This design comes from an exercise in tuning for small area, a short achievable clock period and few clock cycles per item on the open sky130 flow, not from production work. Where RTL was checked, it was by simulation tests only, not by an equivalence proof against the original.

Setup of run 3:
==> flow/design.v <==
module cordic #(parameter WIDTH = 32, ITER = 16)(
    input clk,
    input rst,
    input start,
    input mode,  
    input signed [WIDTH-1:0] x_in,
    input signed [WIDTH-1:0] y_in,
    input signed [WIDTH-1:0] z_in,
    output signed [WIDTH-1:0] x_out,
    output signed [WIDTH-1:0] y_out,
    output signed [WIDTH-1:0] z_out,
    output reg done
);
    localparam signed [WIDTH-1:0] K = 32'sd19898;   
    reg signed [WIDTH-1:0] x, y, z;
    reg [3:0] ix, iy;
    reg busy;
    reg mode_r;        
    function signed [WIDTH-1:0] atan_table;
        input [3:0] idx;
        case (idx)
            4'd0:  atan_table = 32'sd25736;
            4'd1:  atan_table = 32'sd15192;
            4'd2:  atan_table = 32'sd8027;
            4'd3:  atan_table = 32'sd4074;
            4'd4:  atan_table = 32'sd2045;
            4'd5:  atan_table = 32'sd1023;
            4'd6:  atan_table = 32'sd511;
            4'd7:  atan_table = 32'sd256;
            4'd8:  atan_table = 32'sd128;
            4'd9:  atan_table = 32'sd64;
            4'd10: atan_table = 32'sd32;
            4'd11: atan_table = 32'sd16;
            4'd12: atan_table = 32'sd8;
            4'd13: atan_table = 32'sd4;
            4'd14: atan_table = 32'sd2;
            default: atan_table = 32'sd1;
        endcase
    endfunction
    function [WIDTH-1:0] addsub;
        input [WIDTH-1:0] a;
        input [WIDTH-1:0] b;
        input sub;
        reg [WIDTH-1:0] bb, p, g, pp, gg, pn, gn;
        begin
            bb = b ^ {WIDTH{sub}};
            p = a ^ bb;
            g = a & bb;
            g[0] = g[0] | (p[0] & sub);
            gg = g; pp = p; gn = g; pn = p;
                gn[1] = gg[1] | (pp[1] & gg[0]); pn[1] = pp[1] & pp[0];
                gn[3] = gg[3] | (pp[3] & gg[2]); pn[3] = pp[3] & pp[2];
                gn[5] = gg[5] | (pp[5] & gg[4]); pn[5] = pp[5] & pp[4];
                gn[7] = gg[7] | (pp[7] & gg[6]); pn[7] = pp[7] & pp[6];
                gn[9] = gg[9] | (pp[9] & gg[8]); pn[9] = pp[9] & pp[8];
                gn[11] = gg[11] | (pp[11] & gg[10]); pn[11] = pp[11] & pp[10];
                gn[13] = gg[13] | (pp[13] & gg[12]); pn[13] = pp[13] & pp[12];
                gn[15] = gg[15] | (pp[15] & gg[14]); pn[15] = pp[15] & pp[14];
                gn[17] = gg[17] | (pp[17] & gg[16]); pn[17] = pp[17] & pp[16];
                gn[19] = gg[19] | (pp[19] & gg[18]); pn[19] = pp[19] & pp[18];
                gn[21] = gg[21] | (pp[21] & gg[20]); pn[21] = pp[21] & pp[20];
                gn[23] = gg[23] | (pp[23] & gg[22]); pn[23] = pp[23] & pp[22];
                gn[25] = gg[25] | (pp[25] & gg[24]); pn[25] = pp[25] & pp[24];
                gn[27] = gg[27] | (pp[27] & gg[26]); pn[27] = pp[27] & pp[26];
                gn[29] = gg[29] | (pp[29] & gg[28]); pn[29] = pp[29] & pp[28];
                gn[31] = gg[31] | (pp[31] & gg[30]); pn[31] = pp[31] & pp[30];
                gg = gn; pp = pn;
                gn[3] = gg[3] | (pp[3] & gg[1]); pn[3] = pp[3] & pp[1];
                gn[7] = gg[7] | (pp[7] & gg[5]); pn[7] = pp[7] & pp[5];
                gn[11] = gg[11] | (pp[11] & gg[9]); pn[11] = pp[11] & pp[9];
                gn[15] = gg[15] | (pp[15] & gg[13]); pn[15] = pp[15] & pp[13];
                gn[19] = gg[19] | (pp[19] & gg[17]); pn[19] = pp[19] & pp[17];
                gn[23] = gg[23] | (pp[23] & gg[21]); pn[23] = pp[23] & pp[21];
                gn[27] = gg[27] | (pp[27] & gg[25]); pn[27] = pp[27] & pp[25];
                gn[31] = gg[31] | (pp[31] & gg[29]); pn[31] = pp[31] & pp[29];
                gg = gn; pp = pn;
                gn[7] = gg[7] | (pp[7] & gg[3]); pn[7] = pp[7] & pp[3];
                gn[15] = gg[15] | (pp[15] & gg[11]); pn[15] = pp[15] & pp[11];
                gn[23] = gg[23] | (pp[23] & gg[19]); pn[23] = pp[23] & pp[19];
                gn[31] = gg[31] | (pp[31] & gg[27]); pn[31] = pp[31] & pp[27];
                gg = gn; pp = pn;
                gn[15] = gg[15] | (pp[15] & gg[7]); pn[15] = pp[15] & pp[7];
                gn[31] = gg[31] | (pp[31] & gg[23]); pn[31] = pp[31] & pp[23];
                gg = gn; pp = pn;
                gn[31] = gg[31] | (pp[31] & gg[15]); pn[31] = pp[31] & pp[15];
                gg = gn; pp = pn;
                gn[23] = gg[23] | (pp[23] & gg[15]); pn[23] = pp[23] & pp[15];
                gg = gn; pp = pn;
                gn[11] = gg[11] | (pp[11] & gg[7]); pn[11] = pp[11] & pp[7];
                gn[19] = gg[19] | (pp[19] & gg[15]); pn[19] = pp[19] & pp[15];
                gn[27] = gg[27] | (pp[27] & gg[23]); pn[27] = pp[27] & pp[23];
                gg = gn; pp = pn;
                gn[5] = gg[5] | (pp[5] & gg[3]); pn[5] = pp[5] & pp[3];
                gn[9] = gg[9] | (pp[9] & gg[7]); pn[9] = pp[9] & pp[7];
                gn[13] = gg[13] | (pp[13] & gg[11]); pn[13] = pp[13] & pp[11];
                gn[17] = gg[17] | (pp[17] & gg[15]); pn[17] = pp[17] & pp[15];
                gn[21] = gg[21] | (pp[21] & gg[19]); pn[21] = pp[21] & pp[19];
                gn[25] = gg[25] | (pp[25] & gg[23]); pn[25] = pp[25] & pp[23];
                gn[29] = gg[29] | (pp[29] & gg[27]); pn[29] = pp[29] & pp[27];
                gg = gn; pp = pn;
                gn[2] = gg[2] | (pp[2] & gg[1]); pn[2] = pp[2] & pp[1];
                gn[4] = gg[4] | (pp[4] & gg[3]); pn[4] = pp[4] & pp[3];
                gn[6] = gg[6] | (pp[6] & gg[5]); pn[6] = pp[6] & pp[5];
                gn[8] = gg[8] | (pp[8] & gg[7]); pn[8] = pp[8] & pp[7];
                gn[10] = gg[10] | (pp[10] & gg[9]); pn[10] = pp[10] & pp[9];
                gn[12] = gg[12] | (pp[12] & gg[11]); pn[12] = pp[12] & pp[11];
                gn[14] = gg[14] | (pp[14] & gg[13]); pn[14] = pp[14] & pp[13];
                gn[16] = gg[16] | (pp[16] & gg[15]); pn[16] = pp[16] & pp[15];
                gn[18] = gg[18] | (pp[18] & gg[17]); pn[18] = pp[18] & pp[17];
                gn[20] = gg[20] | (pp[20] & gg[19]); pn[20] = pp[20] & pp[19];
                gn[22] = gg[22] | (pp[22] & gg[21]); pn[22] = pp[22] & pp[21];
                gn[24] = gg[24] | (pp[24] & gg[23]); pn[24] = pp[24] & pp[23];
                gn[26] = gg[26] | (pp[26] & gg[25]); pn[26] = pp[26] & pp[25];
                gn[28] = gg[28] | (pp[28] & gg[27]); pn[28] = pp[28] & pp[27];
                gn[30] = gg[30] | (pp[30] & gg[29]); pn[30] = pp[30] & pp[29];
                gg = gn; pp = pn;
            addsub = p ^ {gg[WIDTH-2:0], sub};
        end
    endfunction
    wire signed [WIDTH-1:0] xs = x >>> ix;
    wire signed [WIDTH-1:0] ys = y >>> iy;
    wire d = mode_r ? y[WIDTH-1] : ~z[WIDTH-1];
    wire signed [WIDTH-1:0] xn = addsub(x, ys, d);
    wire signed [WIDTH-1:0] yn = addsub(y, xs, ~d);
    wire signed [WIDTH-1:0] zn = addsub(z, atan_table(iy), d);
    wire load = start & ~busy;
    always @(posedge clk) begin
        ix <= busy ? ix + 4'd1 : 4'd0;
        iy <= busy ? iy + 4'd1 : 4'd0;
        if (!busy)
            mode_r <= mode;
        if (busy) begin
            x <= xn;
            y <= yn;
            z <= zn;
        end else begin
            x <= mode ? x_in : K;
            y <= mode ? y_in : {WIDTH{1'b0}};
            z <= mode ? {WIDTH{1'b0}} : z_in;
        end
    end
    always @(posedge clk or posedge rst) begin
        if (rst) begin
            busy <= 1'b0;
            done <= 1'b0;
        end else begin
            done <= busy & (ix == ITER - 1);
            if (load)
                busy <= 1'b1;
            else if (ix == ITER - 1) begin
                busy <= 1'b0;
            end
        end
    end
    assign x_out = x;
    assign y_out = y;
    assign z_out = z;
endmodule
export LEC_CHECK = 0
export ABC_AREA = 1
export CAP_MARGIN = 20
export CORE_MARGIN = 2
export CORE_UTILIZATION = 45
export SETUP_SLACK_MARGIN = 3.6
export SLEW_MARGIN = 20
create_clock -name core_clock -period 7.0 [get_ports {clk}]
standard.sh (not shown) runs the stock make flow with config.mk's settings and CLKGATE_MAP_FILE= SYNTH_SCRIPT=/design/flow/synth_recipe.tcl, a recipe that flattens the netlist after the stock synthesis.
==> flow/flow/run.sh <==
#!/bin/bash
# The standard layout with two changes: plain buf_1 cells as the port buffers
# (buffer_ports otherwise picks delay buffers), and no adder-cell mapping in
# synthesis (ADDER_MAP_FILE empty), so abc maps the adders' prefix logic from
# gates instead of ha/fa cells. Registers and their names are unchanged.
# make's output goes to make.log here; each ORFS step keeps its own log under orfs/logs.
set -euo pipefail
export BUFFER_PORTS_ARGS="-buffer_cell sky130_fd_sc_hd__buf_1"
bash standard.sh ADDER_MAP_FILE= finish > make.log 2>&1
> inputs changed (run 3 -> run 5)
diff --git a/flow/design.v b/flow/design.v
--- a/flow/design.v
+++ b/flow/design.v
@@ -14,5 +14,6 @@
     localparam signed [WIDTH-1:0] K = 32'sd19898;   
     reg signed [WIDTH-1:0] x, y, z;
-    reg [3:0] ix, iy;
+    reg [3:0] i;       
+    reg [3:0] ix, iy;  
     reg busy;
     reg mode_r;        
@@ -123,11 +124,7 @@
     wire signed [WIDTH-1:0] xn = addsub(x, ys, d);
     wire signed [WIDTH-1:0] yn = addsub(y, xs, ~d);
-    wire signed [WIDTH-1:0] zn = addsub(z, atan_table(iy), d);
+    wire signed [WIDTH-1:0] zn = addsub(z, atan_table(i), d);
     wire load = start & ~busy;
     always @(posedge clk) begin
-        ix <= busy ? ix + 4'd1 : 4'd0;
-        iy <= busy ? iy + 4'd1 : 4'd0;
-        if (!busy)
-            mode_r <= mode;
         if (busy) begin
             x <= xn;
@@ -144,9 +141,19 @@
             busy <= 1'b0;
             done <= 1'b0;
+            i <= 4'd0;
+            ix <= 4'd0;
+            iy <= 4'd0;
+            mode_r <= 1'b0;
         end else begin
-            done <= busy & (ix == ITER - 1);
-            if (load)
+            done <= busy & (i == ITER - 1);
+            if (busy) begin
+                i <= i + 4'd1;
+                ix <= ix + 4'd1;
+                iy <= iy + 4'd1;
+            end
+            if (load) begin
                 busy <= 1'b1;
-            else if (ix == ITER - 1) begin
+                mode_r <= mode;
+            end else if (i == ITER - 1) begin
                 busy <= 1'b0;
             end
Results
| number of global-route vias before repair | run 3 vs run 5 | ≈ equal |
The higher number of flops mapped to enable cells by yosys came out of run 3.
Looking at total setup buffers inserted after CTS, run 5 sits 1 lower than run 3 does.
Between run 3 and run 5, the flow reports fmax increasing slightly.
Run 5 against run 3: cell area after layout decreased 4.0%; share of cells above drive strength 1 shows a reduction of 1.8 points; via density per instance dropped 1.9%; count of non-CTS inverters in the layout now sits lower; core footprint has decreased.
Setup slack: run 5 more than run 3
Testbench counts of run 5, summed over its fixed seeds: cycles 57,592, ops 3,200.
The RTL of run 3 was laid out without a check of its function.

-- re-timing with driven ports --
In the flow no input, the clock included, has a driving cell. The finished layouts below were timed again as built, in two steps. Step 1: set_driving_cell puts a clkbuf_16 on clk and a buf_2 on each other input, an assumption about the parent block. Step 2, shift: input delay + t, output delay - t, t = (earliest + latest rising clock arrival at the registers) / 2. This alone moves slack from input paths to output paths. Three values: ideal ports, drivers, drivers and shift; two values: the first two.
run | shift t [ns] | slack for setup (ns) | hold slack, ns | worst setup path after step 2
run 3 | 0.485 | 3.859 / 3.859 / 3.698 | 0.481 / 0.481 / 0.481 | input to register
run 5 | 0.411 | 3.890 / 3.890 / 3.890 | 0.546 / 0.546 / 0.546 | register to register
After both steps setup and hold are still met in every run listed. The setup slack of run 3, which loses most, moves by 0.000 ns with the drivers and by -0.161 ns with both steps.
